From an optimization exercise on the open Yosys and OpenROAD flow, aimed at small area, a short achievable clock period and few clock cycles; shortcuts taken in it are not production practice.
Function was checked by simulation only, so behaviour that the tests miss may differ from the original.
No activity file was given, so power comes from the tool's default toggle rates.

branch yarrow:
## flappy_cpu
module flappy_cpu(
    input         clk,
    input         rst,
    input         button,
    output [19:0] imem_addr,
    input  [31:0] imem_rdata,
    output [11:0] dmem_addr,
    output [31:0] dmem_wdata,
    output        dmem_we,
    input  [31:0] dmem_rdata,
    output [31:0] led,
    output        halted);
==> flow/config.mk <==
export PLATFORM = sky130hd
export DESIGN_NAME = flappy_cpu
export DESIGN_NICKNAME = flappy_cpu
export VERILOG_FILES = /design/flow/design.v
export SDC_FILE = /design/flow/constraint.sdc
export NUM_CORES = 4
export LEC_CHECK = 0
export CAP_MARGIN = 20
export CORE_MARGIN = 2
export CORE_UTILIZATION = 55
export SLEW_MARGIN = 20
==> flow/constraint.sdc <==
create_clock -name core_clock -period 25.0 [get_ports {clk}]
set_input_delay 5.0000 -clock core_clock [delete_from_list [all_inputs] [get_ports {clk}]]
set_output_delay 5.0000 -clock core_clock [all_outputs]
set_load 0.01 [all_outputs]
run.sh (not shown) runs the stock make flow with config.mk's settings and CLKGATE_MAP_FILE= SYNTH_SCRIPT=/design/flow/synth_recipe.tcl, a recipe that flattens the netlist after the stock synthesis.
Testbench counts of branch yarrow, summed over its fixed seeds: cycles 135,073.
Relative to branch yarrow, the following input files were edited for branch juniper:
# branch yarrow
export LEC_CHECK = 0
export CAP_MARGIN = 20
export CORE_MARGIN = 2
export CORE_UTILIZATION = 55
export SLEW_MARGIN = 20
create_clock -name core_clock -period 25.0 [get_ports {clk}]
# branch juniper
export LEC_CHECK = 0
export CAP_MARGIN = 20
export CORE_MARGIN = 2
export CORE_UTILIZATION = 40
export SLEW_MARGIN = 20
create_clock -name core_clock -period 25.0 [get_ports {clk}]
==> flow/flow/run.sh (new file) <==
#!/bin/bash
set -euo pipefail
bash standard.sh SETUP_SLACK_MARGIN=18.4 cts > standard_to_cts.log 2>&1
bash standard.sh SETUP_SLACK_MARGIN=18.4 SKIP_GATE_CLONING=1 finish > standard_finish.log 2>&1
==> flow/standard.sh (new file) <==
#!/bin/bash
# synth_recipe.tcl (not shown) runs the flow's synth.tcl, then flattens the netlist and writes it again
# the make line also repeats each setting of config.mk as NAME=value (left out here)
make -C /OpenROAD-flow-scripts/flow DESIGN_CONFIG=/design/flow/config.mk WORK_HOME=/design/flow/orfs CLKGATE_MAP_FILE= SYNTH_SCRIPT=/design/flow/synth_recipe.tcl "${@:-finish}"
removed: flow/run.sh
--- outcome ---
- Timing, DRC, antenna: 0 failures across branch juniper and branch yarrow
- Compared with branch yarrow, branch juniper shows average detailed-routed wire length per instance that has gone down by a few percent.
- The number of well taps number comes out higher for branch juniper vs branch yarrow.
- Re reg2reg setup slack: branch juniper is 1.73 ns up on branch yarrow.
- Sort branch juniper and branch yarrow by static power due to leakage, descending, and branch juniper comes first.
- Delta (branch juniper minus branch yarrow): count of non-CTS buffers in the layout up 181, final worst setup slack up 1.73 ns.
- Of the two values seen for end of the critical path, res_m[22]$_DFF_P_ was produced by branch juniper and pc[10]$_SDFFE_PP0P_ by branch yarrow.

* * *

== v32 ==
flappy_cpu again, from the RTL that the note above started with.
export LEC_CHECK = 0
export CAP_MARGIN = 20
export CORE_MARGIN = 2
export CORE_UTILIZATION = 55
export SLEW_MARGIN = 20
create_clock -name core_clock -period 25.0 [get_ports {clk}]
standard.sh (not shown) runs the stock make flow with config.mk's settings and CLKGATE_MAP_FILE= SYNTH_SCRIPT=/design/flow/synth_recipe.tcl, a recipe that flattens the netlist after the stock synthesis.
==> flow/flow/run.sh <==
#!/bin/bash
set -euo pipefail
ARGS=(SETUP_SLACK_MARGIN=18.8 "BUFFER_PORTS_ARGS=-buffer_cell sky130_fd_sc_hd__buf_4")
bash standard.sh "${ARGS[@]}" cts > standard_to_cts.log 2>&1
bash standard.sh "${ARGS[@]}" SKIP_GATE_CLONING=1 finish > standard_finish.log 2>&1
Testbench counts of v32, summed over its fixed seeds: cycles 135,073.
What v28 does differently from v32 at the input level:
==> flow/flow/run.sh <==
#!/bin/bash
set -euo pipefail
ARGS=(SETUP_SLACK_MARGIN=18.4 "BUFFER_PORTS_ARGS=-buffer_cell sky130_fd_sc_hd__buf_4")
bash standard.sh "${ARGS[@]}" cts > standard_to_cts.log 2>&1
bash standard.sh "${ARGS[@]}" SKIP_GATE_CLONING=1 finish > standard_finish.log 2>&1
### Flow results
v28 closes out successfully: all stages finished, all timing, DRC and antenna checks passed. Compared to v32, v28 has largest fanout on the critical path 4 lower. Re data arrival time of the critical path: v32 was higher than v28. Higher ratio of final minimum period to clock period among v28 and v32: v28.

separate check: timing with driven ports:
Ports are ideal in the flow. The routed layouts listed here were re-timed in OpenROAD.
Step 1 sets driving cells, clkbuf_16 on the clock port and buf_2 on the other inputs (assumed; they add their load-dependent delay and slew).
Step 2 moves the port delays by t, midway between the first and last clock arrival at a register: inputs arrive t later, outputs are due t later. That takes back most of the time a late clock gives input paths.
a / b / c = ideal / step 1 / step 2; a / b = the first two.
run | shift t [ns] | setup WS [ns] | slew at the worst register clock pin (ns) | worst slew at a driven data input, ns | pins driven straight from the clock port
branch yarrow | 0.881 | 16.414 / 16.414 / 16.262 | 0.07 / 0.07 | 0.05 | 1
branch juniper | 0.924 | 18.145 / 18.145 / 17.527 | 0.08 / 0.08 | 0.20 | 1
v32 | 0.908 | 18.237 / 18.237 / 17.566 | 0.08 / 0.08 | 0.06 | 1
v28 | 0.879 | 18.189 / 18.189 / 17.540 | 0.07 / 0.07 | 0.05 | 1
After both steps setup and hold are still met in every run listed. For v32, which loses most, drivers alone change the setup slack by 0.000 ns; drivers and shift together by -0.671 ns.
